Context: an optimization exercise on an open-source flow, tuned for small area. The choices shown serve that exercise and are no tape-out recipe. Function was checked by simulation only, so behaviour that the tests miss may differ from the original. Power is estimated from default activity; no workload was simulated.

==> design/flow/design.v <==
`timescale 1ns / 1ps
module tresholding #
(
    parameter ADC_WIDTH = 14
)
(
    input                                   clk,
    input                                   rst,
    input  signed [ADC_WIDTH-1:0]           detail_level,
    input  [31:0]                           gpio_cfg,
    input  [31:0]                           gpio_cfg_2,
    input  [27:0]                           multresult,
    output [ADC_WIDTH-1:0]                  threshold_detail_level,
    output [ADC_WIDTH-1:0]                  median_out,
    output [ADC_WIDTH-1:0]                  threshold_out_dbg,
    output [5:0]                            universal_threshold_constant_level_1,
    output [5:0]                            universal_threshold_constant_level_2,
    output [31:0]                           window_len,
    output                                  window_len_valid,
    output                                  denoise_lvl_1,
    output                                  denoise_lvl_2,
    output                                  reconsruct_lvl_2
);
    wire [16:0] window_size_cfg = gpio_cfg_2[16:0];
    wire        soft_or_hard    = gpio_cfg[31];
    wire        one_time_lock   = gpio_cfg[17];
    wire        release_median  = gpio_cfg[18];
    wire        denoised_en     = gpio_cfg[14];
    assign universal_threshold_constant_level_1 = gpio_cfg[30:25];
    assign universal_threshold_constant_level_2 = gpio_cfg[24:19];
    assign denoise_lvl_1    = gpio_cfg[14];
    assign denoise_lvl_2    = gpio_cfg[15];
    assign reconsruct_lvl_2 = gpio_cfg[16];
    assign window_len       = {15'd0, window_size_cfg};
    assign window_len_valid = 1'b1;
    assign threshold_out_dbg = multresult[17:4];
    wire [13:0] dabs = detail_level[13] ? (14'd0 - detail_level) : detail_level;
    reg  [7:0]  ge;         
    reg         bs_ge;      
    wire [10:0] bs_median_nx;
    reg  [10:0] bs_median;
    always @(posedge clk) begin
        ge[0] <= |dabs[13:3];
        ge[1] <= |dabs[13:4];
        ge[2] <= |dabs[13:5];
        ge[3] <= |dabs[13:6];
        ge[4] <= |dabs[13:7];
        ge[5] <= |dabs[13:8];
        ge[6] <= |dabs[13:9];
        ge[7] <= |dabs[13:10];
        bs_ge <= dabs >= {3'd0, bs_median_nx};
    end
    reg  [16:0] rst_cnt;
    wire        wend = (rst_cnt == 17'd0);
    reg         ms_not_first;
    reg  [4:0]  vpipe;       
    always @(posedge clk) begin
        if (rst)
            rst_cnt <= 17'd0;
        else if (wend | ~denoised_en)
            rst_cnt <= window_size_cfg;
        else
            rst_cnt <= rst_cnt - 17'd1;
    end
    always @(posedge clk) begin
        if (rst) begin
            ms_not_first <= 1'b0;
            vpipe        <= 5'd0;
        end else begin
            ms_not_first <= 1'b1;
            vpipe        <= {vpipe[3:0], ms_not_first & wend};
        end
    end
    reg  [17:0] cnt_all;
    reg  [17:0] cnt_ge [0:7];
    reg  [2:0]  y_all;           
    reg  [1:0]  y_ge [0:7];
    reg  [7:0]  a_or_b;
    reg  [2:0]  ph;              
    reg         cancel;          
    reg  [17:0] run_min;
    reg  [2:0]  run_idx;
    wire        young  = (y_all != 3'd4);
    wire        frozen = (ph == 3'd1) || (ph == 3'd2) || (ph == 3'd3);
    wire        start_long = (ph == 3'd0) & wend & ~young;
    wire        cnt_clr = ~frozen & wend & young;
    wire        cnt_en  = ~frozen & ~wend;
    wire [2:0]  y_all_nx = wend ? 3'd0 : ((y_all == 3'd4) ? 3'd4 : y_all + 3'd1);
    wire [1:0]  y_ge_nx [0:7];
    wire [7:0]  smid;
    wire [7:0]  sa_nx;
    genvar k;
    generate
        for (k = 0; k < 8; k = k + 1) begin : srch
            assign sa_nx[k] = {y_ge[k], 1'b0} >= y_all;
            assign smid[k] = (y_all[1:0] == 2'd2) ? (y_ge[k] == 2'd1) :
                             (y_all[1:0] == 2'd3) ? (y_ge[k] == 2'd1 || y_ge[k] == 2'd2) : 1'b1;
            assign y_ge_nx[k] = wend ? 2'd0 : y_ge[k] + {1'd0, ge[k]};
            always @(posedge clk) begin
                y_ge[k] <= y_ge_nx[k];
                if (ph == 3'd3)
                    cnt_ge[k] <= {16'd0, y_ge_nx[k]};
                else if (cnt_clr)
                    cnt_ge[k] <= 18'd0;
                else
                    cnt_ge[k] <= cnt_ge[k] + {17'd0, ge[k] & cnt_en};
            end
        end
    endgenerate
    always @(posedge clk) begin
        y_all <= y_all_nx;
        if (ph == 3'd3)
            cnt_all <= {15'd0, y_all_nx};
        else if (cnt_clr)
            cnt_all <= 18'd0;
        else
            cnt_all <= cnt_all + {17'd0, cnt_en};
    end
    always @(posedge clk) begin
        if (rst)
            ph <= 3'd0;
        else if (ph == 3'd0)
            ph <= start_long ? 3'd1 : 3'd0;
        else
            ph <= (ph == 3'd4) ? 3'd0 : ph + 3'd1;
    end
    reg  [17:0] lb0, lb1;
    always @(*) begin
        case (ph[1:0])
            2'd0:    begin lb0 = cnt_ge[0]; lb1 = cnt_ge[1]; end
            2'd1:    begin lb0 = cnt_ge[2]; lb1 = cnt_ge[3]; end
            2'd2:    begin lb0 = cnt_ge[4]; lb1 = cnt_ge[5]; end
            default: begin lb0 = cnt_ge[6]; lb1 = cnt_ge[7]; end
        endcase
    end
    wire [19:0] ly0 = {1'b0, lb0, 1'b0} + {2'b11, ~cnt_all};
    wire [19:0] ly1 = {1'b0, lb1, 1'b0} + {2'b11, ~cnt_all};
    wire [19:0] lu0 = ly0 + 20'd1;
    wire [19:0] lu1 = ly1 + 20'd1;
    wire        lw0 = lb0 > cnt_all;
    wire        lw1 = lb1 > cnt_all;
    wire        la0 = lw0 ? (~lu0[19] & lu0[18]) : ~lu0[19];
    wire        la1 = lw1 ? (~lu1[19] & lu1[18]) : ~lu1[19];
    wire [17:0] ld0 = la0 ? lu0[17:0] : ~ly0[17:0];
    wire [17:0] ld1 = la1 ? lu1[17:0] : ~ly1[17:0];
    wire        lc  = ld0 <= ld1;
    wire [17:0] lpd = lc ? ld0 : ld1;
    wire [2:0]  lpi = {ph[1:0], ~lc};
    reg  [17:0] pair_min;
    reg  [2:0]  pair_idx;
    wire        pair_lt = pair_min < run_min;
    always @(posedge clk) begin
        pair_min <= lpd;
        pair_idx <= lpi;
        if ((ph == 3'd1) || pair_lt) begin
            run_min <= pair_min;
            run_idx <= pair_idx;
        end
    end
    wire [17:0] fin_min = pair_lt ? pair_min : run_min;
    wire [2:0]  fin_idx = pair_lt ? pair_idx : run_idx;
    always @(posedge clk) begin
        if (ph == 3'd0)
            cancel <= 1'b0;
        else if (wend)
            cancel <= 1'b1;
    end
    always @(posedge clk) begin
        if (start_long || (frozen && !cancel)) begin
            a_or_b[{ph[1:0], 1'b0}] <= la0;
            a_or_b[{ph[1:0], 1'b1}] <= la1;
        end
        if (wend && young)
            a_or_b <= sa_nx;
    end
    reg  [2:0]  i30;
    always @(*) begin
        casez (smid)
            8'b???????1: i30 = 3'd0;
            8'b??????10: i30 = 3'd1;
            8'b?????100: i30 = 3'd2;
            8'b????1000: i30 = 3'd3;
            8'b???10000: i30 = 3'd4;
            8'b??100000: i30 = 3'd5;
            8'b?1000000: i30 = 3'd6;
            8'b10000000: i30 = 3'd7;
            default:     i30 = 3'd0;
        endcase
    end
    wire        min_le1 = |smid;
    reg  [3:0]  pd1, pd2, pd3, pd4, pd5;
    always @(posedge clk) begin
        pd1 <= {i30, min_le1};
        pd2 <= pd1;
        pd3 <= pd2;
        pd4 <= pd3;
        pd5 <= (ph == 3'd4) ? {fin_idx, fin_min[13:1] == 13'd0} : pd4;
    end
    wire        min_valid = vpipe[4];
    wire [2:0]  min_index = pd5[3:1];
    wire        min_flag  = pd5[0];
    localparam IDLE = 2'd0, CAL1 = 2'd1, CAL2 = 2'd2, CAVG = 2'd3;
    reg  [1:0]  state;
    reg         lock_median;
    reg  [2:0]  sidx;           
    reg         sa;             
    reg         reset_median;
    reg         bs_not_first;
    reg         iter_nz;
    reg  [3:0]  rcode;          
    reg  [10:0] flow;           
    reg  [13:0] bsx;            
    reg         bsa;            
    reg         mm_flag;        
    reg  [13:0] prev_bsd;
    reg  [10:0] med;
    wire        go = min_valid & ~lock_median & (state == IDLE);
    wire [10:0] smi = 11'd8 << sidx;
    wire        reset_bs = (state == CAVG) & ~lock_median;
    wire [10:0] half_rng = (rcode == 4'd0) ? 11'd0 : (11'd1 << (rcode - 4'd1));
    wire [10:0] mid = flow | half_rng;
    assign bs_median_nx = rst ? 11'd0 : (reset_bs ? mid : bs_median);
    always @(posedge clk) begin
        if (rst)
            state <= IDLE;
        else case (state)
            IDLE: if (go) state <= CAL1;
            CAL1: state <= CAL2;
            CAL2: state <= CAVG;
            default: state <= IDLE;
        endcase
    end
    always @(posedge clk) begin
        if (min_valid)
            sidx <= min_index;
        if (go)
            sa <= a_or_b[min_index];
    end
    always @(posedge clk) begin
        if (rst)
            reset_median <= 1'b0;
        else if (min_valid & iter_nz) begin
            if (state == CAL1)
                reset_median <= 1'b0;
            if ((state == IDLE) && (sidx != min_index))
                reset_median <= 1'b1;
        end
    end
    always @(posedge clk) begin
        if (state == CAL1) begin
            if (~reset_median & bs_not_first) begin
                iter_nz <= 1'b1;
                rcode   <= rcode - 4'd1;
                if (bsa)
                    flow <= bs_median;
            end else begin
                iter_nz <= 1'b0;
                rcode   <= {1'b0, sidx} + 4'd2 + {3'd0, sa};
                flow    <= (sa ? 11'd8 : 11'd4) << sidx;
            end
        end
        if (rst)
            iter_nz <= 1'b0;
    end
    always @(posedge clk) begin
        if (rst)
            bs_not_first <= 1'b0;
        else if (state == CAL1)
            bs_not_first <= 1'b1;
    end
    reg  [17:0] bs_big, bs_sml;
    wire        bs_clr = min_valid | reset_bs;
    wire [13:0] bsd = bsa ? bsx : (14'd0 - bsx);
    wire [18:0] bsx_nx = {1'b0, bs_big} - {1'b0, bs_sml};
    wire        bsa_nx = ~bsx_nx[18];
    always @(posedge clk) begin
        if (rst | bs_clr) begin
            bs_big <= 18'd0;
            bs_sml <= 18'd0;
        end else if (bs_ge)
            bs_big <= bs_big + 18'd1;
        else
            bs_sml <= bs_sml + 18'd1;
    end
    always @(posedge clk) begin
        if (go) begin
            bsx     <= bsx_nx[13:0];
            bsa     <= bsa_nx;
            mm_flag <= min_flag;
        end
    end
    always @(posedge clk) begin
        if (state == CAL1) begin
            if (reset_median | ~bs_not_first) begin
                med      <= smi;
                prev_bsd <= {3'd0, smi};
            end
        end
        if (state == CAL2) begin
            if ((iter_nz && bsd == 14'd0) || bsd == 14'd1) begin
                lock_median <= 1'b1;
                med         <= bs_median;
            end else if (mm_flag) begin
                lock_median <= 1'b1;
                med         <= smi;
            end else if (rcode == 4'd0) begin
                lock_median <= 1'b1;
            end else if (iter_nz && !(prev_bsd < bsd)) begin
                med      <= bs_median;
                prev_bsd <= bsd;
            end
        end
        if (rst) begin
            lock_median <= 1'b0;
            med         <= 11'd0;
        end
    end
    always @(posedge clk) begin
        bs_median <= bs_median_nx;
    end
    assign median_out = {3'd0, med};
    wire lock_median_posedge = lock_median & (state == CAVG);
    reg         lock_threshold;
    reg  [13:0] thr_pos;
    always @(posedge clk) begin
        if (rst)
            lock_threshold <= 1'b0;
        else if (lock_median_posedge && one_time_lock)
            lock_threshold <= 1'b1;
        else if (release_median)
            lock_threshold <= 1'b0;
    end
    always @(posedge clk) begin
        if (~lock_threshold)
            thr_pos <= multresult[17:4];
    end
    reg  [13:0] soft_r, hard_r, thr_out;
    wire        dneg = detail_level[13];
    wire [14:0] thr_x = {thr_pos[13], thr_pos} ^ {15{~dneg}};
    wire [14:0] tsum  = {detail_level[13], detail_level} + thr_x + {14'd0, ~dneg};
    wire        tsum_lo0 = (tsum[13:0] == 14'd0);
    wire        p_min = (thr_pos == 14'h2000);
    wire        pass = dneg ? (tsum_lo0 | (tsum[14] & ~p_min)) : ~tsum[14];
    always @(posedge clk) begin
        soft_r  <= pass ? tsum[13:0] : 14'd0;
        hard_r  <= pass ? detail_level : 14'd0;
        thr_out <= soft_or_hard ? soft_r : hard_r;
    end
    assign threshold_detail_level = thr_out;
endmodule
==> design/flow/run.sh <==
#!/bin/bash
# synth_recipe.tcl (not shown) runs the flow's synth.tcl, then flattens the netlist and writes it again
# the make line also repeats each setting of config.mk as NAME=value (left out here)
make -C /OpenROAD-flow-scripts/flow DESIGN_CONFIG=/design/flow/config.mk WORK_HOME=/design/flow/orfs CLKGATE_MAP_FILE= SYNTH_SCRIPT=/design/flow/synth_recipe.tcl finish
==> design/flow/config.mk <==
export PLATFORM = sky130hd
export DESIGN_NAME = tresholding
export DESIGN_NICKNAME = tresholding
export VERILOG_FILES = /design/flow/design.v
export SDC_FILE = /design/flow/constraint.sdc
export NUM_CORES = 4
export LEC_CHECK = 0
export CAP_MARGIN = 20
export CORE_MARGIN = 2
export CORE_UTILIZATION = 60
export CTS_CLUSTER_DIAMETER = 100
export CTS_CLUSTER_SIZE = 30
export PLACE_DENSITY = 0.75
export SLEW_MARGIN = 20
==> design/flow/constraint.sdc <==
create_clock -name core_clock -period 8.0 [get_ports {clk}]
set_input_delay 1.6000 -clock core_clock [delete_from_list [all_inputs] [get_ports {clk}]]
set_output_delay 1.6000 -clock core_clock [all_outputs]
set_load 0.01 [all_outputs]
==> metrics.md, run 1 <==
| Metric | Value |
|---|---|
| Number of warnings printed during yosys synthesis | `3` |
| Post-synth EDFFs | `a little under 80` |
| Iteration-0 DRC count of the detailed router | `between 1500 and 2000` |
| Total congestion overflow after global routing | `0` |
| Fmax | `approximately 130 MHz` |
| Clock root cell | `clkbuf_16` |
| Remaining antenna violation count | `0` |
| Syn avg cell area | `roughly 9.0 um2` |
| Slew Limit Fails | `0` |
| Number of top-level design ports | `a little under 200` |
| Initial antenna violation count | `0` |
| Via density per instance | `slightly below 6` |
| First-pass DRT Iterations | `6` |
| Total number of clock tree sinks | `457` |
| Fraction of registers with async set or reset after synthesis | `0%` |
| Most numerous cell in the Yosys netlist | `nor2_1` |
| Setup TNS after final layout | `0 ps` |
| Drt drc | `0` |
| Combined global-route utilization of all metal layers | `between 20% and 30%` |
| Register-to-Register Path Depth | `33` |
| Final antenna diode count | `0` |
| Minimum setup slack after placement | `between 100 and 150 ps` |
| Proportion of layout cells with a drive suffix above 1 | `between 4 and 5%` |
| Worst min-delay path category | `register to register` |
| Endpoint of the worst register-to-register path | `pair_min[3]` |
| Floorplan die height | `approximately 210 um` |
| Gate Count Post-Synth | `2968` |
| # setup viols final | `0` |
| Layout Utilization | `about two thirds` |
| Worst-skew pair later-pin latency | `580 ps` |
| Worst Min Path Start | `pd2[2]` |
| Number of register bits inferred by synthesis | `~460` |
| Vias in the first global route | `20600` |
| Most frequent cell on the critical path | `ha_1` |
| Type of the worst setup path | `register to register` |
| Crit. End Element | `register` |
| Final #Nets | `between 3000 and 4000` |
| Critical path startpoint category | `register` |
| Dominant register cell in the synthesized netlist | `dfxtp_1` |
| Count of buffers from port buffering | `about 110` |
| Total leakage power | `between 10 and 15 nW` |
| Final critical-path setup slack | `between 500 and 600 ps` |
| Routed length per placed instance | `around 17 um` |
| Floorplan die area | `roughly 46000 um2` |
| Largest fanout of any net on the critical path | `24` |
| Minimum clock period after layout | `7462 ps` |
| Area share of the leading cell type in the synthesized netlist | `28.44%` |
| Hold path cells | `0` |
| Result of the run | `timing/DRC/antenna clean` |
| List of most frequent post-synthesis cells | `nor2_1 (381), dfxtp_1 (379), ha_1 (240)` |
| Pin count of the biggest net entering global routing | `92` |
| Crit-path slowest cell | `dfxtp_2` |
| Required time reported for the critical path endpoint | `8450 ps` |
| Largest incremental delay on the critical path | `around 450 ps` |
| Transition time of the tightest slew-check pin | `1055 ps` |
| CTS H-tree lvls | `1` |
| # Max-Cap Violations | `0` |
| Final Hold Viols | `0` |
| Core Box Area | `~44000 um2` |
| Data arrival time of the worst path | `7920 ps` |
| Reg2reg setup slack | `between 500 and 600 ps` |
| Number of CTS-inserted buffers | `20` |
| Dominant cell type by area after synthesis | `dfxtp_1` |
| Maximum vdd ir drop | `about 0.00023 V` |
| Final Power | `between 9 and 10 mW` |
| Cells taking the most area after synthesis | `dfxtp_1 (28%), ha_1 (11%), edfxtp_1 (8.8%)` |
| Worst min-delay path endpoint | `pd3[2]` |
| Clock tree from TritonCTS | `built` |
| Crit Reg-Reg Startpoint | `ph[0]` |
| Worst setup skew after layout | `29.84 ps` |
| Initial Utilization | `~61%` |
| Proportion of synthesized chip area in sequential cells | `between 30% and 40%` |
| Final weighted congestion of routability-driven global placement | `0.9420` |
| Detailed-placement wirelength estimate | `48280 um` |
| Number of buffers between clock root and the deepest sink | `3` |
| CTS Hold Bufs | `0` |
| Final wirelength | `~63000 um` |
| Synthesis-to-finish area growth | `7.528%` |
| Crit path from | `ph[0]` |
| Clock slew at the register clock pins of the worst setup and hold paths | `roughly 110 ps` |
| Power per Cell Area | `about 310 nW/um2` |
| Number of distinct library cell variants in the gate-level netlist after synthesis | `roughly 110` |
| Total via count in the routed design | `around 21000` |
| Wire length of the first global-routing pass | `a little over 100000 um` |
| Post-synth design cell area | `between 20000 and 30000 um2` |
| Number of standard-cell rows in the floorplan | `between 70 and 80` |
| Share of the cycle needed by the critical path after routing | `just over 90%` |
| Relative slew slack | `between 20% and 30%` |
| Width of the die | `between 200 and 250 um` |
-- worst max-delay path: cells and delay by family (launching register included) --
kind / cells / cell delay [ps]
adders and majority gates: 4 / 1390
DFF: 1 / 450
xor gates and xnor gates: 2 / 510
buffers and inverters: 5 / 870
AOI/OAI and AO/OA: 13 / 2520
and+or+nand+nor: 7 / 1160
muxes: 2 / 430
-- timing repair --
action                     4_1_cts  5_1_grt
setup endpoints to repair        0       18
gates resized for setup          0        2
buffers inserted                 0        9
-- through the flow --
stage | cells | hold WS, ps | cell area [um2]
finish | 3602 | 325.8 | 28680
floorplan | 2985 | 309.6 | 26740
CTS | 3593 | 334.8 | 28590
global placement | 3561 | 315.1 | 27960
global route | 3602 | 336.6 | 28680
detailed placement | 3561 | 312.1 | 27960
-- area by class of cell --
| cell class | instances | area, um2 |
|---|---|---|
| Sequential cell | 457 | 9931 |
| Tap cell | 592 | 740.7 |
| Inverter | 188 | 705.7 |
| Timing Repair Buffer | 153 | 1424 |
| Clock inverter | 5 | 87.58 |
| Clock buffer | 27 | 548.0 |
| Multi-Input combinational cell | 2180 | 15250 |
| Fill cell | 3615 | 15340 |
-- flip-flops by register name, indices dropped and copies added, names as in the netlist, 11 cells and up --
name	flops
cnt_all	18
bs_sml	18
thr_pos	14
cnt_ge	144
hard_r	14
flow	11
thr_out	14
bs_median	11
med	11
y_ge	16
soft_r	14
run_min	18
bs_big	18
prev_bsd	14
pair_min	18
rst_cnt	17
bsx	14
-- kinds of logic after synthesis --
kind of cell | Yosys count | synth area share (%)
adder cells (fa/ha/maj) | 244 | 11.56
XOR/XNOR | 304 | 10.01
buffers and inverters | 348 | 5.962
other | 2 | 0.02815
AND/OR/NAND/NOR | 1009 | 18.39
flip-flops | 457 | 37.22
multiplexers | 76 | 3.035
AO/OA/AOI/OAI | 528 | 13.79
-- power by group --
part           internal [mW]  switching [mW]  leakage, nW
registers               2.88           0.377         3.87
clock network          0.538           0.753        0.310
logic                   1.98            2.49         8.10
total                   5.39            3.62         12.3
-- placed cells by master, fill, tap and decap left out, types with 34 or more instances in the layout --
cell	instances
xor2_1	120
xnor2_1	183
nand2_1	162
dfxtp_1	378
nor3_1	53
o21ai_0	65
ha_1	240
buf_4	45
edfxtp_1	78
mux2i_1	55
a21oi_1	149
a222oi_1	34
nor2_1	381
and3_1	67
nor2b_1	43
clkdlybuf4s50_1	106
nand4_1	52
a21o_1	56
nand3_1	101
inv_1	185
-- layer usage --
metal | share of wire, % | track usage, % | vias up | routed length (um)
met2 | 45 | 43.53 | 609 | 28390
met1 | 47 | 37.80 | 10040 | 29570
met4 | 1.9 | 5.880 | 0 | 1168
met5 | 0 | 0 | - | 0
li1 | - | - | 10400 | -
met3 | 5.8 | 3.043 | 86 | 3637
-- worst max path at each step --
stage	to	slack (ps)	depth (start not counted)
floorplan	pair_min[10]	1000	31
global placement	pair_min[5]	320	31
detailed placement	pair_min[3]	120	29
CTS	pair_min[3]	70	29
global route	pair_min[3]	-30	34
finish	pair_min[3]	540	33
==> run 2: changes to the inputs <==
--- a/design/flow/config.mk
+++ b/design/flow/config.mk
@@ -8,7 +8,7 @@
 export CAP_MARGIN = 20
 export CORE_MARGIN = 2
 export CORE_UTILIZATION = 60
-export CTS_CLUSTER_DIAMETER = 100
+export CTS_CLUSTER_DIAMETER = 50
 export CTS_CLUSTER_SIZE = 30
 export PLACE_DENSITY = 0.75
 export SLEW_MARGIN = 20
==> run 2 against run 1 <==
  * Maximum frequency fell by 0.79%
  * Critical endpoint unchanged
  * Wire length rose by 1.6%
  * Combinational power barely moved
  * Via count rose by 1.3%
  * Clock-buffer cell count rose by 21
==> metrics.md, run 2 <==
| Metric | Value |
|---|---|
| Result of the run | `timing/DRC/antenna clean` |
| Clock root cell | `clkbuf_16` |
| Remaining antenna violation count | `0 (unchanged)` |
| First-pass DRT Iterations | `10 (+4)` |
| Initial Utilization | `60.59% (unchanged)` |
| Data arrival time of the worst path | `7980 ps (+60 ps)` |
| Number of warnings printed during yosys synthesis | `3 (unchanged)` |
| Detailed-placement wirelength estimate | `48280 um (unchanged)` |
| Number of buffers between clock root and the deepest sink | `3 (unchanged)` |
| Fraction of registers with async set or reset after synthesis | `0% (unchanged)` |
| Number of distinct library cell variants in the gate-level netlist after synthesis | `105 (unchanged)` |
| Share of the cycle needed by the critical path after routing | `94.02% (+0.74 points)` |
| Total via count in the routed design | `21400 (+1.3%)` |
| Slew Limit Fails | `0 (unchanged)` |
| Power per Cell Area | `336.5 nW/um2 (+7.1%)` |
| # setup viols final | `0 (unchanged)` |
| Largest Register | `cnt_ge` |
| Final critical-path setup slack | `478.6 ps (-59.43 ps)` |
| Final weighted congestion of routability-driven global placement | `0.9420 (unchanged)` |
| Minimum clock period after layout | `7521 ps (+59.43 ps)` |
| Number of standard-cell rows in the floorplan | `77 (unchanged)` |
| Total number of clock tree sinks | `457 (unchanged)` |
| Transition time of the tightest slew-check pin | `1126 ps (+71.40 ps)` |
| Initial antenna violation count | `0 (unchanged)` |
| Minimum setup slack after placement | `120.6 ps (unchanged)` |
| Synthesis-to-finish area growth | `11.09%` |
| Largest fanout of any net on the critical path | `21 (-13%)` |
| Number of top-level design ports | `198 (unchanged)` |
| Vias in the first global route | `21040 (+2.2%)` |
| Crit-path slowest cell | `dfxtp_2` |
| Worst-skew pair later-pin latency | `600 ps (+20 ps)` |
| Cell count after placement | `3561 (unchanged)` |
| Width of the die | `214.9 um (unchanged)` |
| Final antenna diode count | `0 (unchanged)` |
| Clock tree from TritonCTS | `built` |
| Most common cell after layout, fill and taps aside | `nor2_1` |
| Proportion of synthesized chip area in sequential cells | `37.22% (unchanged)` |
| Total congestion overflow after global routing | `0 (unchanged)` |
| CTS Hold Bufs | `0 (unchanged)` |
| Fmax | `133.0 MHz (-0.79%)` |
| Floorplan die height | `214.9 um (unchanged)` |
| Final wirelength | `63780 um (+1.6%)` |
| Relative slew slack | `24.13% (-4.8 points)` |
| Wire length of the first global-routing pass | `104100 um (+2.0%)` |
| Number of register bits inferred by synthesis | `457 (unchanged)` |
| Core Box Area | `44030 um2 (unchanged)` |
| Most frequent cells in the layout | `nor2_1 (381), dfxtp_1 (378), ha_1 (240)` |
| Clock slew at the register clock pins of the worst setup and hold paths | `90 ps (-20 ps)` |
| Maximum vdd ir drop | `0.0002293 V (about the same)` |
| Largest incremental delay on the critical path | `440 ps (about the same)` |
| Routed length per placed instance | `17.48 um (+0.34%)` |
| Most frequent cell on the critical path | `ha_1` |
| Post-synth EDFFs | `78 (unchanged)` |
| Dominant register cell in the synthesized netlist | `dfxtp_1` |
| Post-synth design cell area | `26680 um2 (unchanged)` |
| Combined global-route utilization of all metal layers | `27.28% (+0.69 points)` |
| Drt drc | `0 (unchanged)` |
| Required time reported for the critical path endpoint | `8450 ps (about the same)` |
| Final #Nets | `3374 (+0.66%)` |
| Final Power | `9.971 mW (+11%)` |
| # Max-Cap Violations | `0 (unchanged)` |
| CTS H-tree lvls | `2 (+1)` |
| Dominant cell type by area after synthesis | `dfxtp_1` |
| Via density per instance | `5.867 (about the same)` |
| Crit. End Element | `register` |
| Number of CTS-inserted buffers | `42 (+110%)` |
| Worst min-delay path category | `register to register` |
| Iteration-0 DRC count of the detailed router | `1754 (+5.0%)` |
| Flip-flop count of the largest register, all copies and words added | `144 (unchanged)` |
| Total leakage power | `12.74 nW (+3.7%)` |
| Count of buffers from port buffering | `107 (unchanged)` |
| Cells taking the most area after synthesis | `dfxtp_1 (28%), ha_1 (11%), edfxtp_1 (8.8%)` |
| Area share of the leading cell type in the synthesized netlist | `28.44% (unchanged)` |
| Worst setup skew after layout | `26.56 ps (-3.284 ps)` |
| Gate Count Post-Synth | `2968 (unchanged)` |
| Proportion of layout cells with a drive suffix above 1 | `6.348% (+1.5 points)` |
| Type of the worst setup path | `register to register` |
| Fin cells | `3648 (+1.3%)` |
| Most numerous cell in the Yosys netlist | `nor2_1` |
| Floorplan die area | `46160 um2 (unchanged)` |
| Pin count of the biggest net entering global routing | `92 (unchanged)` |
| Final Hold Viols | `0 (unchanged)` |
| Critical path startpoint category | `register` |
| Syn avg cell area | `8.988 um2 (unchanged)` |
| List of most frequent post-synthesis cells | `nor2_1 (381), dfxtp_1 (379), ha_1 (240)` |
-- run 2: cell counts after synthesis --
No cell type changed its count.
-- run 2: cells by family after synthesis --
logic type      after synthesis  share of synthesized area, %
simple gates               1009                         18.39
compound gates              528                         13.79
flops                       457                         37.22
buf+inv                     348                         5.962
xor+xnor                    304                         10.01
fa+ha+maj                   244                         11.56
mux                          76                         3.035
other cells                   2                       0.02815
-- run 2: final cells by class --
| class | count | area (um2) |
|---|---|---|
| timing repair buffer | 153 | 1424 |
| inverter | 188 | 705.7 |
| clock buffer | 48 | 1136 |
| sequential | 457 | 9931 |
| clock inverter | 30 | 449.2 |
| multi-input combinational | 2180 | 15250 |
| fill | 3513 | 14400 |
| tap | 592 | 740.7 |
-- run 2: what timing repair did --
action                                  in CTS  in global routing
endpoints found under the setup margin       0                 18
buffers inserted                             0                  9
gates resized for setup                      0                  2
-- run 2: worst max-delay path, delay by kind of cell (launching register included) --
kind	cells	cell delay, ps
compound gates	13	2530
xor+xnor	2	530
fa+ha+maj	4	1400
buf+inv	5	880
flops	1	440
mux	2	430
simple gates	7	1160
-- run 2: worst paths after layout --
kind	startpoint	end	slack (ps)	cells past startpoint
worst max-delay path	ph[0]	pair_min[3]	480	33
worst max register to register	ph[0]	pair_min[3]	480	33
worst min-delay path	pd2[1]	pd3[1]	310	0
worst min register to register	pd2[1]	pd3[1]	310	0
-- run 2: report_power, final --
part,switching [mW],leakage [nW],internal (mW)
clock,1.06,0.767,1.18
combinational,2.50,8.10,1.98
sequential,0.377,3.87,2.88
-- run 2: per-stage QoR --
step                cell area [um2]  util (%)  hold WS, ps  setup TNS (ps)
global route                  29630     67.31        313.5          -69.58
detailed placement            27960     63.50        312.1               0
finish                        29630     67.31        306.5               0
floorplan                     26740         -        309.6               0
CTS                           29540     67.10        316.1               0
global placement              27960     63.50        315.1               0
-- run 2: routing by layer --
metal  routed length [um]  part of all wire [%]  global-route usage [%]
met4                 1498                   2.3                   7.639
met3                 3884                   6.1                   3.963
met1                29650                    46                   37.73
met2                28750                    45                   44.54
met5                    0                     0                       0
==> run 3: changes to the inputs <==
--- a/design/flow/config.mk
+++ b/design/flow/config.mk
@@ -8,7 +8,7 @@
 export CAP_MARGIN = 20
 export CORE_MARGIN = 2
 export CORE_UTILIZATION = 60
-export CTS_CLUSTER_DIAMETER = 50
-export CTS_CLUSTER_SIZE = 30
+export CTS_CLUSTER_DIAMETER = 80
+export CTS_CLUSTER_SIZE = 24
 export PLACE_DENSITY = 0.75
 export SLEW_MARGIN = 20
==> run 3 against run 2 <==
  * Final area fell by 2.5%
  * Die area did not move
  * Critical endpoint is now pair_min[9]
  * Non-clock buffer count did not move
  * Global-route usage fell by 0.57 points
  * Setup slack improved by 34 ps
  * Critical path type unchanged
  * Largest cell class unchanged
==> metrics.md, run 3 <==
| Metric | Value |
|---|---|
| Data arrival time of the worst path | `7940 ps (-40 ps)` |
| Number of standard-cell rows in the floorplan | `77 (unchanged)` |
| Synthesis-to-finish area growth | `8.330%` |
| Number of register bits inferred by synthesis | `457 (unchanged)` |
| Area share of the leading cell type in the synthesized netlist | `28.44% (unchanged)` |
| Critical path startpoint category | `register` |
| Worst min-delay path category | `register to register` |
| Final wirelength | `62900 um (-1.4%)` |
| Net switching power | `3.692 mW (-6.3%)` |
| Fin cells | `3613 (-0.96%)` |
| Share of the cycle needed by the critical path after routing | `93.59% (-0.42 points)` |
| Cell count after placement | `3561 (unchanged)` |
| Hold path cells | `0 (unchanged)` |
| Routed length per placed instance | `17.41 um (-0.42%)` |
| Fmax | `133.6 MHz (+0.45%)` |
| Sw Share | `40.07% (+0.55 points)` |
| Pin count of the biggest net entering global routing | `92 (unchanged)` |
| Endpoint of the worst register-to-register path | `pair_min[9]` |
| Worst Min Path Start | `pd3[0]` |
| Largest incremental delay on the critical path | `440 ps (about the same)` |
| Clock share of power | `16.1% (-6.3 points)` |
| Part of the total power dissipated in combinational logic | `48.6% (+3.7 points)` |
| Layout Utilization | `65.63% (-1.7 points)` |
| Remaining antenna violation count | `0 (unchanged)` |
| # setup viols final | `0 (unchanged)` |
| Total number of clock tree sinks | `457 (unchanged)` |
| Dominant register cell in the synthesized netlist | `dfxtp_1` |
| Most frequent cells in the layout | `nor2_1 (381), dfxtp_1 (378), ha_1 (240)` |
| Final Hold Viols | `0 (unchanged)` |
| Initial Utilization | `60.59% (unchanged)` |
| Combined global-route utilization of all metal layers | `26.71% (-0.57 points)` |
| Maximum vdd ir drop | `0.0002332 V (+1.7%)` |
| List of most frequent post-synthesis cells | `nor2_1 (381), dfxtp_1 (379), ha_1 (240)` |
| Post-synth EDFFs | `78 (unchanged)` |
| Count of buffers from port buffering | `107 (unchanged)` |
| Cells taking the most area after synthesis | `dfxtp_1 (28%), ha_1 (11%), edfxtp_1 (8.8%)` |
| Required time reported for the critical path endpoint | `8450 ps (about the same)` |
| Power per Cell Area | `318.9 nW/um2 (-5.2%)` |
| # Max-Cap Violations | `0 (unchanged)` |
| Register-to-Register Path Depth | `33 (unchanged)` |
| Number of CTS-inserted buffers | `26 (-38%)` |
| Worst setup skew after layout | `30.00 ps (+3.444 ps)` |
| Fraction of registers with async set or reset after synthesis | `0% (unchanged)` |
| Final antenna diode count | `0 (unchanged)` |
| Reg2reg setup slack | `510 ps (+30 ps)` |
| Number of buffers between clock root and the deepest sink | `3 (unchanged)` |
| Minimum clock period after layout | `7487 ps (-33.97 ps)` |
| Dominant cell type by area after synthesis | `dfxtp_1` |
| Relative slew slack | `16.70% (-7.4 points)` |
| Result of the run | `timing/DRC/antenna clean` |
| Proportion of layout cells with a drive suffix above 1 | `5.164% (-1.2 points)` |
| First-pass DRT Iterations | `8 (-2)` |
| Type of the worst setup path | `register to register` |
| Clock root cell | `clkbuf_16` |
| Share of total power in sequential cells | `35.3% (+2.6 points)` |
| Most numerous cell in the Yosys netlist | `nor2_1` |
| Slew Limit Fails | `0 (unchanged)` |
| Clock tree from TritonCTS | `built` |
| Number of distinct library cell variants in the gate-level netlist after synthesis | `105 (unchanged)` |
| Transition time of the tightest slew-check pin | `1236 ps (+110.4 ps)` |
| Most common cell after layout, fill and taps aside | `nor2_1` |
| Number of warnings printed during yosys synthesis | `3 (unchanged)` |
| Post-synth design cell area | `26680 um2 (unchanged)` |
| Width of the die | `214.9 um (unchanged)` |
| Worst-skew pair later-pin latency | `590 ps (about the same)` |
| Most frequent cell on the critical path | `ha_1` |
| Clock slew at the register clock pins of the worst setup and hold paths | `90 ps (about the same)` |
| Wire length of the first global-routing pass | `102700 um (-1.4%)` |
| Iteration-0 DRC count of the detailed router | `1649 (-6.0%)` |
| Syn avg cell area | `8.988 um2 (unchanged)` |
| Largest fanout of any net on the critical path | `21 (unchanged)` |
| CTS H-tree lvls | `1 (-1)` |
| Vias in the first global route | `20680 (-1.7%)` |
| Via density per instance | `5.866 (about the same)` |
| Floorplan die area | `46160 um2 (unchanged)` |
| Largest Register | `cnt_ge` |
| Number of top-level design ports | `198 (unchanged)` |
| Worst min-delay path endpoint | `pd4[0]` |
| Internal power summed over all cells | `5.522 mW (-8.4%)` |
| Total via count in the routed design | `21190 (-0.98%)` |
| Crit Reg-Reg Startpoint | `ph[0]` |
| Count of filler cells inserted in the layout | `3589 (+2.2%)` |
| Gate Count Post-Synth | `2968 (unchanged)` |
| Floorplan die height | `214.9 um (unchanged)` |
| Crit. End Element | `register` |
| Initial antenna violation count | `0 (unchanged)` |
| Crit-path slowest cell | `dfxtp_2` |
| Detailed-placement wirelength estimate | `48280 um (unchanged)` |
| Proportion of synthesized chip area in sequential cells | `37.22% (unchanged)` |
| Core Box Area | `44030 um2 (unchanged)` |
| Final weighted congestion of routability-driven global placement | `0.9420 (unchanged)` |
| Final #Nets | `3358 (-0.47%)` |
| Flip-flop count of the largest register, all copies and words added | `144 (unchanged)` |
| Total leakage power | `12.38 nW (-2.8%)` |
| Drt drc | `0 (unchanged)` |
| Total congestion overflow after global routing | `0 (unchanged)` |
[run 3: how the worst max path moves through the flow]
stage                              end  slack, ps  startpoint
final                      pair_min[9]        510       ph[0]
after global routing      pair_min[11]        -30       ph[0]
after CTS                  pair_min[3]         70       ph[0]
after detailed placement   pair_min[3]        120       ph[0]
after global placement     pair_min[5]        320       ph[0]
after floorplan           pair_min[10]       1000       ph[0]
[run 3: logic make-up (layout without fill, tap and decap cells)]
group	after synthesis	count (layout)	share of synthesized area, %
AND/OR/NAND/NOR	1009	1009	18.39
AO/OA/AOI/OAI	528	528	13.79
flip-flops	457	457	37.22
buffers and inverters	348	384	5.962
XOR/XNOR	304	304	10.01
adder cells (fa/ha/maj)	244	244	11.56
multiplexers	76	76	3.035
other	2	19	0.02815
[run 3: metal layers]
layer,GRT usage (%),share of wire [%],up-vias
li1,-,-,10400
met2,43.70,45,638
met3,3.128,5.9,87
met5,0,0,-
met4,6.296,2.0,0
met1,37.80,47,10070
[run 3: area by class of cell]
cell class / count / area, um2 / share of cell area [%]
well taps: 592 / 740.7 / 2.563
flip-flops and latches: 457 / 9931 / 34.37
inverters: 188 / 705.7 / 2.442
multi-input cells: 2180 / 15250 / 52.76
repair buffers: 153 / 1424 / 4.927
clock buffers: 34 / 723.2 / 2.503
clock inverters: 9 / 126.4 / 0.4373
[run 3: critical path: cells and delay by family (launching register included)]
kind	cells	cell delay (ps)
buffers and inverters	5	850
adders and majority gates	4	1400
DFF	1	440
and+or+nand+nor	7	1170
xor gates and xnor gates	2	510
AOI/OAI and AO/OA	13	2550
muxes	2	440
[run 3: repair_timing]
item,CTS,global route
buffers inserted,0,9
endpoints found under the setup margin,0,18
resized for setup,0,2
hold buffers,0,0
endpoints found under the hold margin,0,0
[run 3: stage by stage]
step | hold WS, ps | area (um2) | power, mW | worst slack (ps) | setup TNS, ps
final | 334.3 | 28900 | 9.214 | 512.5 | 0
after global routing | 344.4 | 28900 | 9.880 | -33.75 | -117.1
after floorplan | 309.6 | 26740 | 6.365 | 996.9 | 0
after detailed placement | 312.1 | 27960 | 7.537 | 120.6 | 0
after CTS | 334.2 | 28810 | 9.049 | 70.46 | 0
after global placement | 315.1 | 27960 | 7.361 | 317.9 | 0
[run 3: power groups by stage]
stage	Clock [mW]	Combinational, mW	Sequential, mW
after global routing	1.60	4.97	3.31
after CTS	1.52	4.28	3.24
final	1.49	4.48	3.25
after global placement	0	4.09	3.27
after floorplan	0	3.18	3.19
after detailed placement	0	4.24	3.30
==> run 4: changes to the inputs <==
==> design/flow/flow/run.sh (new file) <==
#!/bin/bash
# Layout flow: the standard ORFS flow (standard.sh, synthesis unchanged),
# with two layout-only changes passed through config.mk:
#  - the port buffers that global placement inserts are the smallest buffer
#    (buf_1) instead of the resizer's default choice;
#  - clock tree synthesis runs without dummy loads.
# Each tool's full output is kept in standard.log (ORFS keeps its per-step
# logs under orfs/logs).
set -euo pipefail
cat >> config.mk <<'EOC'
export BUFFER_PORTS_ARGS = -buffer_cell sky130_fd_sc_hd__buf_1
export CTS_ARGS = -sink_clustering_enable -repair_clock_nets -sink_clustering_size 30 -sink_clustering_max_diameter 100 -dont_use_dummy_load
EOC
bash standard.sh > standard.log 2>&1
==> design/flow/standard.sh (new file) <==
#!/bin/bash
# synth_recipe.tcl (not shown) runs the flow's synth.tcl, then flattens the netlist and writes it again
# the make line also repeats each setting of config.mk as NAME=value (left out here)
make -C /OpenROAD-flow-scripts/flow DESIGN_CONFIG=/design/flow/config.mk WORK_HOME=/design/flow/orfs CLKGATE_MAP_FILE= SYNTH_SCRIPT=/design/flow/synth_recipe.tcl "${@:-finish}"
--- a/design/flow/config.mk
+++ b/design/flow/config.mk
@@ -8,7 +8,9 @@
 export CAP_MARGIN = 20
 export CORE_MARGIN = 2
 export CORE_UTILIZATION = 60
-export CTS_CLUSTER_DIAMETER = 80
-export CTS_CLUSTER_SIZE = 24
+export CTS_CLUSTER_DIAMETER = 100
+export CTS_CLUSTER_SIZE = 30
 export PLACE_DENSITY = 0.75
 export SLEW_MARGIN = 20
+export BUFFER_PORTS_ARGS = -buffer_cell sky130_fd_sc_hd__buf_1
+export CTS_ARGS = -sink_clustering_enable -repair_clock_nets -sink_clustering_size 30 -sink_clustering_max_diameter 100 -dont_use_dummy_load
removed: design/flow/run.sh
==> run 4 against run 3 <==
  * Register-to-register slack better by 60 ps
  * Setup slack better by 62 ps
  * Wire length is 2.3% lower
  * Utilization decreased by 2.4 points
  * Area after synthesis did not move
  * Clock power shrank 23%
  * Synthesized cell count is the same
  * Die area unchanged
  * Largest power group unchanged
  * Cell count down 0.83%
  * Sequential power about the same
  * Combinational power is 4% lower
  * Clock skew increased by 22 ps
  * Still clean
  * Critical endpoint is now pair_min[1]
==> metrics.md, run 4 <==
| Metric | Value |
|---|---|
| Drt drc | `0 (unchanged)` |
| Post-synth EDFFs | `78 (unchanged)` |
| Final wirelength | `61480 um (-2.3%)` |
| Post-synth design cell area | `26680 um2 (unchanged)` |
| Endpoint of the worst register-to-register path | `pair_min[1]` |
| Clock tree from TritonCTS | `built` |
| Floorplan die area | `46160 um2 (unchanged)` |
| Core Box Area | `44030 um2 (unchanged)` |
| Share of total power in sequential cells | `37.4% (+2.1 points)` |
| Fraction of registers with async set or reset after synthesis | `0% (unchanged)` |
| Number of warnings printed during yosys synthesis | `3 (unchanged)` |
| Number of CTS-inserted buffers | `20 (-23%)` |
| Count of buffers from port buffering | `107 (unchanged)` |
| Reg2reg setup slack | `570 ps (+60 ps)` |
| Most numerous cell in the Yosys netlist | `nor2_1` |
| Floorplan die height | `214.9 um (unchanged)` |
| Worst Min Path Start | `pd3[2]` |
| Share of the cycle needed by the critical path after routing | `92.82% (-0.78 points)` |
| Transition time of the tightest slew-check pin | `990.7 ps (-245.8 ps)` |
| Slew Limit Fails | `0 (unchanged)` |
| Largest Register | `cnt_ge` |
| CTS Hold Bufs | `0 (unchanged)` |
| First-pass DRT Iterations | `8 (unchanged)` |
| Number of top-level design ports | `198 (unchanged)` |
| Syn avg cell area | `8.988 um2 (unchanged)` |
| Most common cell after layout, fill and taps aside | `nor2_1` |
| # setup viols final | `0 (unchanged)` |
| Top layer in use | `met4` |
| Part of the total power dissipated in combinational logic | `49.5% (+0.9 points)` |
| Register-to-Register Path Depth | `32 (-3.0%)` |
| Final weighted congestion of routability-driven global placement | `0.9129 (-3.1%)` |
| Worst min-delay path endpoint | `pd4[2]` |
| Internal power summed over all cells | `5.178 mW (-6.2%)` |
| Total met3 wirelength after detailed routing | `3423 um (-7.7%)` |
| Crit. End Element | `register` |
| Number of buffers between clock root and the deepest sink | `3 (unchanged)` |
| Most frequent cells in the layout | `nor2_1 (381), dfxtp_1 (378), ha_1 (240)` |
| Critical path startpoint category | `register` |
| Relative slew slack | `33.96% (+17 points)` |
| Synthesis-to-finish area growth | `4.296%` |
| Clock slew at the register clock pins of the worst setup and hold paths | `110 ps (+20 ps)` |
| Final Hold Viols | `0 (unchanged)` |
| Cells taking the most area after synthesis | `dfxtp_1 (28%), ha_1 (11%), edfxtp_1 (8.8%)` |
| Power per Cell Area | `312.9 nW/um2 (-1.9%)` |
| Fmax | `134.7 MHz (+0.84%)` |
| Final #Nets | `3345 (-0.39%)` |
| Iteration-0 DRC count of the detailed router | `1720 (+4.3%)` |
| Remaining antenna violation count | `0 (unchanged)` |
| Width of the die | `214.9 um (unchanged)` |
| Dominant cell type by area after synthesis | `dfxtp_1` |
| Wl on met1 | `28780 um (-2.9%)` |
| Detailed route wirelength on metal2 | `27760 um (-2.0%)` |
| CTS H-tree lvls | `1 (unchanged)` |
| Largest fanout of any net on the critical path | `22 (+4.8%)` |
| Result of the run | `timing/DRC/antenna clean` |
| Cell count after placement | `3559 (-0.056%)` |
| Initial antenna violation count | `2 (+2)` |
| Hold path cells | `0 (unchanged)` |
| Unrepaired setup endpoints after global routing | `false` |
| Total congestion overflow after global routing | `0 (unchanged)` |
| Dominant register cell in the synthesized netlist | `dfxtp_1` |
| Data arrival time of the worst path | `7830 ps (-110 ps)` |
| # Max-Cap Violations | `0 (unchanged)` |
| Total leakage power | `11.90 nW (-3.9%)` |
| Required time reported for the critical path endpoint | `8400 ps (-50 ps)` |
| Flip-flop count of the largest register, all copies and words added | `144 (unchanged)` |
| List of most frequent post-synthesis cells | `nor2_1 (381), dfxtp_1 (379), ha_1 (240)` |
| Final Power | `8.706 mW (-5.5%)` |
| Via density per instance | `5.852 (-0.24%)` |
| Number of standard-cell rows in the floorplan | `77 (unchanged)` |
| Proportion of synthesized chip area in sequential cells | `37.22% (unchanged)` |
| Worst-skew pair later-pin latency | `570 ps (-20 ps)` |
| Largest incremental delay on the critical path | `480 ps (+40 ps)` |
| Clock root cell | `clkbuf_16` |
| Minimum clock period after layout | `7425 ps (-62.08 ps)` |
| Initial Utilization | `60.59% (unchanged)` |
| Fin cells | `3583 (-0.83%)` |
| Maximum vdd ir drop | `0.0002221 V (-4.8%)` |
| Worst setup skew after layout | `51.68 ps (+21.67 ps)` |
| Crit-path slowest cell | `ha_1` |
| Total via count in the routed design | `20970 (-1.1%)` |
| Area share of the leading cell type in the synthesized netlist | `28.44% (unchanged)` |
| Count of filler cells inserted in the layout | `3669 (+2.2%)` |
| Worst min-delay path category | `register to register` |
| Vias in the first global route | `20210 (-2.3%)` |
| Crit Reg-Reg Startpoint | `ph[1]` |
| Detailed-placement wirelength estimate | `47530 um (-1.6%)` |
| Setup TNS after final layout | `0 ps (unchanged)` |
| Wire length of the first global-routing pass | `100600 um (-2.0%)` |
| Combined global-route utilization of all metal layers | `26.05% (-0.66 points)` |
| Routed length per placed instance | `17.16 um (-1.4%)` |
| Net switching power | `3.528 mW (-4.4%)` |
| Sw Share | `40.53% (+0.46 points)` |
| Proportion of layout cells with a drive suffix above 1 | `4.447% (-0.72 points)` |
| Clock share of power | `13.2% (-2.9 points)` |
| Number of distinct library cell variants in the gate-level netlist after synthesis | `105 (unchanged)` |
| Gate Count Post-Synth | `2968 (unchanged)` |
| Type of the worst setup path | `register to register` |
| Total number of clock tree sinks | `457 (unchanged)` |
| Final antenna diode count | `0 (unchanged)` |
| Number of register bits inferred by synthesis | `457 (unchanged)` |
| Pin count of the biggest net entering global routing | `83 (-9.8%)` |
## run 4: cell counts after synthesis
No cell type changed its count.
## run 4: worst max path at each step
| stage | start | endpoint | depth (start not counted) |
|---|---|---|---|
| CTS | ph[0] | pair_min[9] | 31 |
| global placement | ph[0] | pair_min[7] | 30 |
| global route | ph[1] | pair_min[1] | 30 |
| floorplan | ph[0] | pair_min[10] | 31 |
| finish | ph[1] | pair_min[1] | 32 |
| detailed placement | ph[0] | pair_min[9] | 31 |
## run 4: kinds of logic (layout without fill, tap and decap cells)
family          Yosys count  count (layout)  synth area share [%]
compound gates          528             528                 13.79
xor+xnor                304             304                 10.01
fa+ha+maj               244             244                 11.56
buf+inv                 348             354                 5.962
flops                   457             457                 37.22
mux                      76              76                 3.035
other cells               2              19               0.02815
simple gates           1009            1009                 18.39
## run 4: timing repair
item,in CTS,in global routing
hold endpoints to repair,0,0
setup endpoints to repair,0,18
buffers inserted,0,4
resized for setup,0,2
## run 4: per-stage QoR
step	setup slack [ps]	util (%)	cell area [um2]	hold slack (ps)
final	574.6	63.19	27820	335.4
after detailed placement	253.4	61.97	27280	312.1
after floorplan	996.9	-	26740	309.6
after global routing	25.05	63.19	27820	341.9
after global placement	314.7	61.96	27280	315.1
after CTS	151.6	63.10	27780	334.9
## run 4: cell type report
class / count / area (um2) / area share, %
well taps: 592 / 740.7 / 2.662
flip-flops and latches: 457 / 9931 / 35.69
inverters: 188 / 705.7 / 2.536
clock buffers: 20 / 500.5 / 1.799
repair buffers: 146 / 695.7 / 2.500
multi-input cells: 2180 / 15250 / 54.81
## run 4: power by group through the flow
stage | Combinational [mW] | Sequential (mW) | Clock (mW)
6_report | 4.31 | 3.25 | 1.15
5_1_grt | 4.79 | 3.32 | 1.26
3_5_place_dp | 4.17 | 3.30 | 0
4_1_cts | 4.21 | 3.25 | 1.18
3_3_place_gp | 4.03 | 3.27 | 0
2_1_floorplan | 3.18 | 3.19 | 0
## run 4: critical path: cells and delay by family, from the launching register on
kind            cells  cell delay [ps]
mux                 2              430
flops               1              470
xor+xnor            2              520
simple gates        8             1260
buf+inv             4              790
compound gates     12             2310
fa+ha+maj           4             1470
## run 4: layer usage
metal  GRT usage, %  vias up
met1          36.21     9927
li1               -    10360
met5              0        -
met2          42.80      585
met4          6.991        0
met3          3.355       97
==> run 5: changes to the inputs <==
==> design/flow/flow/run.sh (replaced) <==
#!/bin/bash
# Layout flow: the standard ORFS flow (standard.sh) with these changes:
#  - synthesis is ORFS's synthesis through synth_recipe.tcl, except that ABC
#    maps with an area-oriented script (flow/area.abc) instead of ORFS's
#    speed script (flow/abc_wrap.tcl swaps the script; registers, their
#    names and cell types are untouched);
#  - the port buffers that global placement inserts are the smallest buffer
#    (buf_1);
#  - clock tree synthesis runs without dummy loads.
# Each tool's full output is kept in standard.log (ORFS keeps its per-step
# logs under orfs/logs).
set -euo pipefail
here=$PWD
cat >> config.mk <<'EOC'
export BUFFER_PORTS_ARGS = -buffer_cell sky130_fd_sc_hd__buf_1
export CTS_ARGS = -sink_clustering_enable -repair_clock_nets -sink_clustering_size 30 -sink_clustering_max_diameter 100 -dont_use_dummy_load
EOC
cat flow/abc_wrap.tcl synth_recipe.tcl > area_synth.tcl
export FLOW_ABC_SCRIPT=$here/flow/area.abc
sed "s#SYNTH_SCRIPT=[^ ]*synth_recipe.tcl#SYNTH_SCRIPT=$here/area_synth.tcl#" standard.sh > area_standard.sh
grep -q "SYNTH_SCRIPT=$here/area_synth.tcl" area_standard.sh
bash area_standard.sh > standard.log 2>&1
==> design/flow/flow/abc_wrap.tcl (new file) <==
# Map with an area-oriented ABC script instead of ORFS's speed script.
proc abc {args} {
  set i [lsearch -exact $args -script]
  if { $i >= 0 } { lset args [expr { $i + 1 }] $::env(FLOW_ABC_SCRIPT) }
  yosys abc {*}$args
}
==> design/flow/flow/area.abc (new file) <==
strash
dc2
dch -f
&get -n
&nf -a -R 1000
&put
topo
stime -c
dnsize -c
--- a/design/flow/config.mk
+++ b/design/flow/config.mk
@@ -11,6 +11,7 @@
 export CTS_CLUSTER_DIAMETER = 100
 export CTS_CLUSTER_SIZE = 30
 export PLACE_DENSITY = 0.75
+export SETUP_SLACK_MARGIN = 0.15
 export SLEW_MARGIN = 20
 export BUFFER_PORTS_ARGS = -buffer_cell sky130_fd_sc_hd__buf_1
 export CTS_ARGS = -sink_clustering_enable -repair_clock_nets -sink_clustering_size 30 -sink_clustering_max_diameter 100 -dont_use_dummy_load
==> run 5 against run 4 <==
  * Global-route usage increased by 0.14 points
  * Combinational power rose by 7.9%
  * Die area shrank 7.7%
  * Cell count down 6.7%
  * Maximum frequency increased by 0.38%
  * Sequential power hardly changed
  * Critical path depth is 11 higher
  * Worst hold slack improved by 4.1 ps
==> metrics.md, run 5 <==
| Metric | Value |
|---|---|
| Result of the run | `timing/DRC/antenna clean` |
| Via density per instance | `5.982 (+2.2%)` |
| Most frequent cells in the layout | `dfxtp_1 (377), a21oi_1 (247), ha_1 (234)` |
| Final wirelength | `56530 um (-8.1%)` |
| Termination of the worst setup path | `pair_min[10]` |
| Data arrival time of the worst path | `7780 ps (-50 ps)` |
| Routed length per placed instance | `16.90 um (-1.5%)` |
| Worst min-delay path category | `register to register` |
| Total congestion overflow after global routing | `0 (unchanged)` |
| Proportion of synthesized chip area in sequential cells | `40.40% (+3.2 points)` |
| Fin area | `26580 um2 (-4.5%)` |
| Worst-skew pair later-pin latency | `590 ps (+20 ps)` |
| Dominant register cell in the synthesized netlist | `dfxtp_1` |
| Relative slew slack | `27.81% (-6.1 points)` |
| Most common cell after layout, fill and taps aside | `dfxtp_1` |
| Minimum clock period after layout | `7398 ps (-27.81 ps)` |
| Count of buffers from port buffering | `107 (unchanged)` |
| Total number of clock tree sinks | `457 (unchanged)` |
| Reg2reg setup slack | `600 ps (+30 ps)` |
| Crit path from | `ph[1]` |
| Pin count of the biggest net entering global routing | `77 (-7.2%)` |
| Number of buffers between clock root and the deepest sink | `3 (unchanged)` |
| Drt drc | `0 (unchanged)` |
| Number of CTS-inserted buffers | `20 (unchanged)` |
| Total leakage power | `10.91 nW (-8.3%)` |
| Syn avg cell area | `9.236 um2 (+2.8%)` |
| Core Box Area | `40650 um2 (-7.7%)` |
| Post-synth design cell area | `24580 um2 (-7.9%)` |
| Largest Register | `cnt_ge` |
| Gate Count Post-Synth | `2661 (-10%)` |
| Synthesis-to-finish area growth | `8.151%` |
| Worst Min Path Start | `pd2[1]` |
| Cells taking the most area after synthesis | `dfxtp_1 (31%), ha_1 (12%), edfxtp_1 (9.5%)` |
| Wire length of the first global-routing pass | `91760 um (-8.8%)` |
| Crit Reg-Reg Startpoint | `ph[1]` |
| Iteration-0 DRC count of the detailed router | `1521 (-12%)` |
| Number of distinct library cell variants in the gate-level netlist after synthesis | `59 (-44%)` |
| Clock slew at the register clock pins of the worst setup and hold paths | `100 ps (about the same)` |
| Number of warnings printed during yosys synthesis | `3 (unchanged)` |
| CTS H-tree lvls | `1 (unchanged)` |
| Number of top-level design ports | `198 (unchanged)` |
| Type of the worst setup path | `register to register` |
| Number of register bits inferred by synthesis | `457 (unchanged)` |
| Clock tree from TritonCTS | `built` |
| Final #Nets | `3166 (-5.4%)` |
| Share of the cycle needed by the critical path after routing | `92.47% (-0.35 points)` |
| Endpoint of the worst register-to-register path | `pair_min[10]` |
| Transition time of the tightest slew-check pin | `1071 ps (+80.82 ps)` |
| Dominant cell type by area after synthesis | `dfxtp_1` |
| Vias in the first global route | `18920 (-6.4%)` |
| Crit-path slowest cell | `ha_1` |
| Crit. End Element | `register` |
| Fraction of registers with async set or reset after synthesis | `0% (unchanged)` |
| Number of standard-cell rows in the floorplan | `74 (-3.9%)` |
| # setup viols final | `0 (unchanged)` |
| Detailed-placement wirelength estimate | `43020 um (-9.5%)` |
| Combined global-route utilization of all metal layers | `26.19% (+0.14 points)` |
| Remaining antenna violation count | `0 (unchanged)` |
| Proportion of layout cells with a drive suffix above 1 | `5.477% (+1.0 points)` |
| Maximum vdd ir drop | `0.0002377 V (+7.1%)` |
| Slew Limit Fails | `0 (unchanged)` |
| Register-to-Register Path Depth | `43 (+34%)` |
| Power per Cell Area | `341.5 nW/um2 (+9.1%)` |
| Area share of the leading cell type in the synthesized netlist | `30.87% (+2.4 points)` |
| Total via count in the routed design | `20000 (-4.6%)` |
| First-pass DRT Iterations | `9 (+1)` |
| Most frequent cell on the critical path | `a21oi_2` |
| Flip-flop count of the largest register, all copies and words added | `144 (unchanged)` |
| DP Area | `25620 um2 (-6.1%)` |
| CTS Hold Bufs | `0 (unchanged)` |
| Floorplan die height | `206.4 um (-3.9%)` |
| Final antenna diode count | `0 (unchanged)` |
| Floorplan die area | `42600 um2 (-7.7%)` |
| Final Hold Viols | `0 (unchanged)` |
| Final Power | `9.078 mW (+4.3%)` |
| Critical path startpoint category | `register` |
| Fmax | `135.2 MHz (+0.38%)` |
| Clock root cell | `clkbuf_16` |
| Worst setup skew after layout | `88.47 ps (+36.80 ps)` |
| Most numerous cell in the Yosys netlist | `dfxtp_1` |
| Post-synth EDFFs | `78 (unchanged)` |
| Initial antenna violation count | `0 (-2)` |
| Final weighted congestion of routability-driven global placement | `0.8723 (-4.4%)` |
| Largest incremental delay on the critical path | `420 ps (-60 ps)` |
| Required time reported for the critical path endpoint | `8380 ps (-20 ps)` |
| List of most frequent post-synthesis cells | `dfxtp_1 (379), a21oi_1 (276), ha_1 (240)` |
| Width of the die | `206.4 um (-3.9%)` |
| # Max-Cap Violations | `0 (unchanged)` |
| Initial Utilization | `60.47% (-0.12 points)` |
| Largest fanout of any net on the critical path | `16 (-27%)` |
[run 5: worst min path at each step]
stage | to | slack [ps] | cells after the start
after floorplan | pd2[0] | 310 | 0
after global placement | pd4[0] | 310 | 0
after detailed placement | pd3[1] | 310 | 0
after CTS | pd3[1] | 340 | 0
after global routing | pd4[1] | 350 | 0
final | pd3[1] | 340 | 0
[run 5: critical path: cells and delay by family (launching register included)]
kind                     cells  cell delay (ps)
AO/OA/AOI/OAI               26             3810
XOR/XNOR                     2              510
adder cells (fa/ha/maj)      3              930
buffers and inverters        5              780
flip-flops                   1              340
AND/OR/NAND/NOR              7              870
[run 5: cell type report]
| cell class | instances | area (um2) |
|---|---|---|
| multi-input combinational | 2002 | 13940 |
| sequential | 457 | 9932 |
| fill | 3379 | 14070 |
| timing repair buffer | 178 | 962.2 |
| tap | 532 | 665.6 |
| inverter | 155 | 584.3 |
| clock buffer | 20 | 500.5 |
[run 5: where the power goes]
part           switching [mW]  total [mW]  internal, mW
Sequential              0.385        3.28          2.90
Combinational            2.59        4.65          2.06
Clock                   0.692        1.14         0.452
[run 5: kinds of logic after synthesis]
| kind of cell | share of synthesized area (%) |
|---|---|
| AO/OA/AOI/OAI | 15.89 |
| XOR/XNOR | 6.842 |
| adder cells (fa/ha/maj) | 12.54 |
| buffers and inverters | 4.353 |
| flip-flops | 40.40 |
| multiplexers | 1.690 |
| other | 0.03056 |
| AND/OR/NAND/NOR | 18.25 |
[run 5: timing repair]
| action | CTS | global route |
|---|---|---|
| setup endpoints to repair | 18 | 18 |
| buffers inserted | 3 | 19 |
| resized for setup | 21 | 51 |
| gates cloned | 1 | 1 |
| pin swaps | 6 | 34 |
[run 5: per-layer routing]
metal	track usage (%)	vias up	part of all wire, %
li1	-	9920	-
met1	33.93	9538	44
met2	47.38	475	50
met3	2.460	70	4.1
met4	5.230	0	1.7
met5	0	-	0
[run 5: stage by stage]
stage	worst slack [ps]	hold WS [ps]	std cells	util, %	setup TNS (ps)
3_5_place_dp	-124.3	314.4	3299	63.03	-1476
3_3_place_gp	214.9	311.6	3299	63.03	0
6_report	602.4	339.5	3344	65.39	0
4_1_cts	133.1	339.5	3323	64.54	0
5_1_grt	-69.61	347.9	3344	65.39	-579.3
2_1_floorplan	227.3	309.6	2678	-	0
==> run 6: changes to the inputs <==
==> design/flow/flow/area.abc (replaced) <==
strash
dc2
dch -f
&get -n
&nf -R 1000
&put
topo
stime -c
upsize -c
dnsize -c
--- a/design/flow/config.mk
+++ b/design/flow/config.mk
@@ -11,7 +11,6 @@
 export CTS_CLUSTER_DIAMETER = 100
 export CTS_CLUSTER_SIZE = 30
 export PLACE_DENSITY = 0.75
-export SETUP_SLACK_MARGIN = 0.15
 export SLEW_MARGIN = 20
 export BUFFER_PORTS_ARGS = -buffer_cell sky130_fd_sc_hd__buf_1
 export CTS_ARGS = -sink_clustering_enable -repair_clock_nets -sink_clustering_size 30 -sink_clustering_max_diameter 100 -dont_use_dummy_load
==> run 6 against run 5 <==
  * Clock-buffer cell count is the same
  * Die area grew 0.27%
  * Combinational power about the same
  * Largest power group unchanged
  * Maximum frequency down 0.83%
  * Utilization barely moved
  * Synthesized cell count is the same
  * First-iteration DRC count down 14%
  * Wire length fell by 0.29%
  * Clock skew is 32 ps lower
  * Sequential power about the same
  * Clock power is essentially flat
  * Critical path depth up 3
==> metrics.md, run 6 <==
| Metric | Value |
|---|---|
| Maximum vdd ir drop | `0.0002704 V (+14%)` |
| Largest Register | `cnt_ge` |
| Proportion of layout cells with a drive suffix above 1 | `5.415% (-0.061 points)` |
| Detailed-placement wirelength estimate | `42410 um (-1.4%)` |
| Clock slew at the register clock pins of the worst setup and hold paths | `110 ps (about the same)` |
| Final Hold Viols | `0 (unchanged)` |
| Most common cell after layout, fill and taps aside | `dfxtp_1` |
| Dominant cell type by area after synthesis | `dfxtp_1` |
| Sequential standard cell area | `9933 um2 (about the same)` |
| Final wirelength | `56360 um (-0.29%)` |
| Final weighted congestion of routability-driven global placement | `0.8961 (+2.7%)` |
| Number of warnings printed during yosys synthesis | `3 (unchanged)` |
| Number of buffers and inverters on the critical path | `5 (unchanged)` |
| Number of standard-cell rows in the floorplan | `74 (unchanged)` |
| Clock tree from TritonCTS | `built` |
| Slew Limit Fails | `0 (unchanged)` |
| Gate Count Post-Synth | `2661 (unchanged)` |
| Post-synth EDFFs | `78 (unchanged)` |
| Fin cells | `3339 (-0.15%)` |
| Initial Utilization | `60.63% (+0.17 points)` |
| Fmax | `134.1 MHz (-0.83%)` |
| Total via count in the routed design | `19810 (-0.98%)` |
| Total number of clock tree sinks | `457 (unchanged)` |
| Post-synth design cell area | `24640 um2 (+0.27%)` |
| Flip-flop count of the largest register, all copies and words added | `144 (unchanged)` |
| Final #Nets | `3161 (-0.16%)` |
| Type of the worst setup path | `register to register` |
| Core Box Area | `40650 um2 (unchanged)` |
| Number of distinct library cell variants in the gate-level netlist after synthesis | `70 (+19%)` |
| Number of CTS-inserted buffers | `20 (unchanged)` |
| Cells taking the most area after synthesis | `dfxtp_1 (31%), ha_1 (12%), edfxtp_1 (9.5%)` |
| Combined global-route utilization of all metal layers | `25.88% (-0.31 points)` |
| Total leakage power | `10.93 nW (about the same)` |
| Clock root cell | `clkbuf_16` |
| Transition time of the tightest slew-check pin | `1145 ps (+73.07 ps)` |
| Synthesis-to-finish area growth | `7.849%` |
| Crit-path slowest cell | `dfxtp_4` |
| Width of the die | `206.7 um (+0.14%)` |
| # Max-Cap Violations | `0 (unchanged)` |
| Result of the run | `timing/DRC/antenna clean` |
| Required time reported for the critical path endpoint | `8460 ps (+80 ps)` |
| Count of filler cells inserted in the layout | `3321 (-1.7%)` |
| Share of the cycle needed by the critical path after routing | `93.24% (+0.77 points)` |
| Syn avg cell area | `9.262 um2 (+0.27%)` |
| Iteration-0 DRC count of the detailed router | `1311 (-14%)` |
| Largest fanout of any net on the critical path | `16 (unchanged)` |
| Number of top-level design ports | `198 (unchanged)` |
| Proportion of synthesized chip area in sequential cells | `40.29% (-0.11 points)` |
| Worst min-delay path category | `register to register` |
| Dominant register cell in the synthesized netlist | `dfxtp_1` |
| Crit. End Element | `register` |
| Initial antenna violation count | `0 (unchanged)` |
| Worst-skew pair later-pin latency | `570 ps (-20 ps)` |
| Most frequent cells in the layout | `dfxtp_1 (378), a21oi_1 (250), ha_1 (235)` |
| Worst setup skew after layout | `56.31 ps (-32.17 ps)` |
| Gate family responsible for the most delay along the worst path | `compound AO/OA/AOI/OAI gates` |
| # setup viols final | `0 (unchanged)` |
| Final Power | `9.061 mW (-0.19%)` |
| Pin count of the biggest net entering global routing | `145 (+88%)` |
| Minimum clock period after layout | `7459 ps (+61.76 ps)` |
| Drt drc | `0 (unchanged)` |
| Final antenna diode count | `0 (unchanged)` |
| Cell count after placement | `3306 (+0.21%)` |
| Most numerous cell in the Yosys netlist | `dfxtp_1` |
| Area of the multi-input gates | `13970 um2 (+0.22%)` |
| Power per Cell Area | `340.9 nW/um2 (-0.18%)` |
| CTS H-tree lvls | `1 (unchanged)` |
| Floorplan die area | `42710 um2 (+0.27%)` |
| Via density per instance | `5.932 (-0.84%)` |
| List of most frequent post-synthesis cells | `dfxtp_1 (379), a21oi_1 (273), ha_1 (240)` |
| Count of buffers from port buffering | `107 (unchanged)` |
-- run 6: changes by cell type in the layout (fill, tap and decap cells not counted), moves of 3 or more --
cell	change
o21ai_2	+4
buf_6	-3
o21ai_1	-3
a21oi_2	-4
a21oi_1	+3
-- run 6: final timing paths --
check	startpoint	to	slack, ps	depth (start not counted)
max	ph[0]	pair_min[1]	540	46
min	pd3[0]	pd4[0]	330	0
max reg2reg	ph[0]	pair_min[1]	540	46
min reg2reg	pd3[0]	pd4[0]	330	0
-- run 6: layout make-up --
| cell class | count | share of cell area, % |
|---|---|---|
| multi-input combinational | 2001 | 52.54 |
| tap | 532 | 2.504 |
| sequential | 457 | 37.37 |
| clock buffer | 20 | 1.883 |
| inverter | 155 | 2.203 |
| timing repair buffer | 174 | 3.493 |
-- run 6: logic make-up (layout without fill, tap and decap cells) --
family | count (synthesis) | count (layout) | synth area share (%)
multiplexers | 37 | 37 | 1.686
XOR/XNOR | 192 | 192 | 6.823
AO/OA/AOI/OAI | 629 | 629 | 15.95
other | 2 | 19 | 0.03047
buffers and inverters | 220 | 349 | 4.341
flip-flops | 457 | 457 | 40.29
adder cells (fa/ha/maj) | 244 | 244 | 12.51
AND/OR/NAND/NOR | 880 | 880 | 18.37
-- run 6: per-stage QoR --
stage | area (um2) | util [%] | worst slack, ps | setup TNS (ps) | hold slack (ps)
after floorplan | 24740 | - | 43.71 | 0 | 309.6
after global routing | 26580 | 65.39 | -120.1 | -1432 | 350.1
after CTS | 26250 | 64.58 | 31.29 | 0 | 337.9
after detailed placement | 25720 | 63.29 | 31.91 | 0 | 312.8
after global placement | 25720 | 63.29 | 109.3 | 0 | 310.7
final | 26580 | 65.39 | 540.7 | 0 | 331.7
-- run 6: metal layers --
| layer | share of wire (%) | up-vias | track usage [%] | wire length, um |
|---|---|---|---|---|
| li1 | - | 9924 | - | - |
| met1 | 45 | 9395 | 33.40 | 25330 |
| met2 | 50 | 406 | 46.83 | 27910 |
| met3 | 3.7 | 81 | 2.355 | 2058 |
| met4 | 1.9 | 0 | 5.893 | 1061 |
| met5 | 0 | - | 0 | 0 |
-- run 6: report_power, final --
| group | internal, mW | switching [mW] |
|---|---|---|
| Sequential | 2.90 | 0.386 |
| Clock | 0.453 | 0.698 |
| Combinational | 2.05 | 2.58 |
| Total | 5.39 | 3.67 |
-- run 6: repair_timing --
item / in CTS / in global routing
hold buffers: 0 / 0
gates cloned: 0 / 1
pin swaps: 1 / 18
endpoints found under the setup margin: 12 / 18
endpoints found under the hold margin: 0 / 0
buffers inserted: 3 / 8
gates resized for setup: 0 / 62

Re-timed with assumed drivers on the ports (clkbuf_16 on the clock, buf_2 on other inputs), run 6 has 0.541 ns of setup slack against 0.541 ns with ideal ports, and 0.541 ns once port delays also move by the mid clock arrival of 0.604 ns.
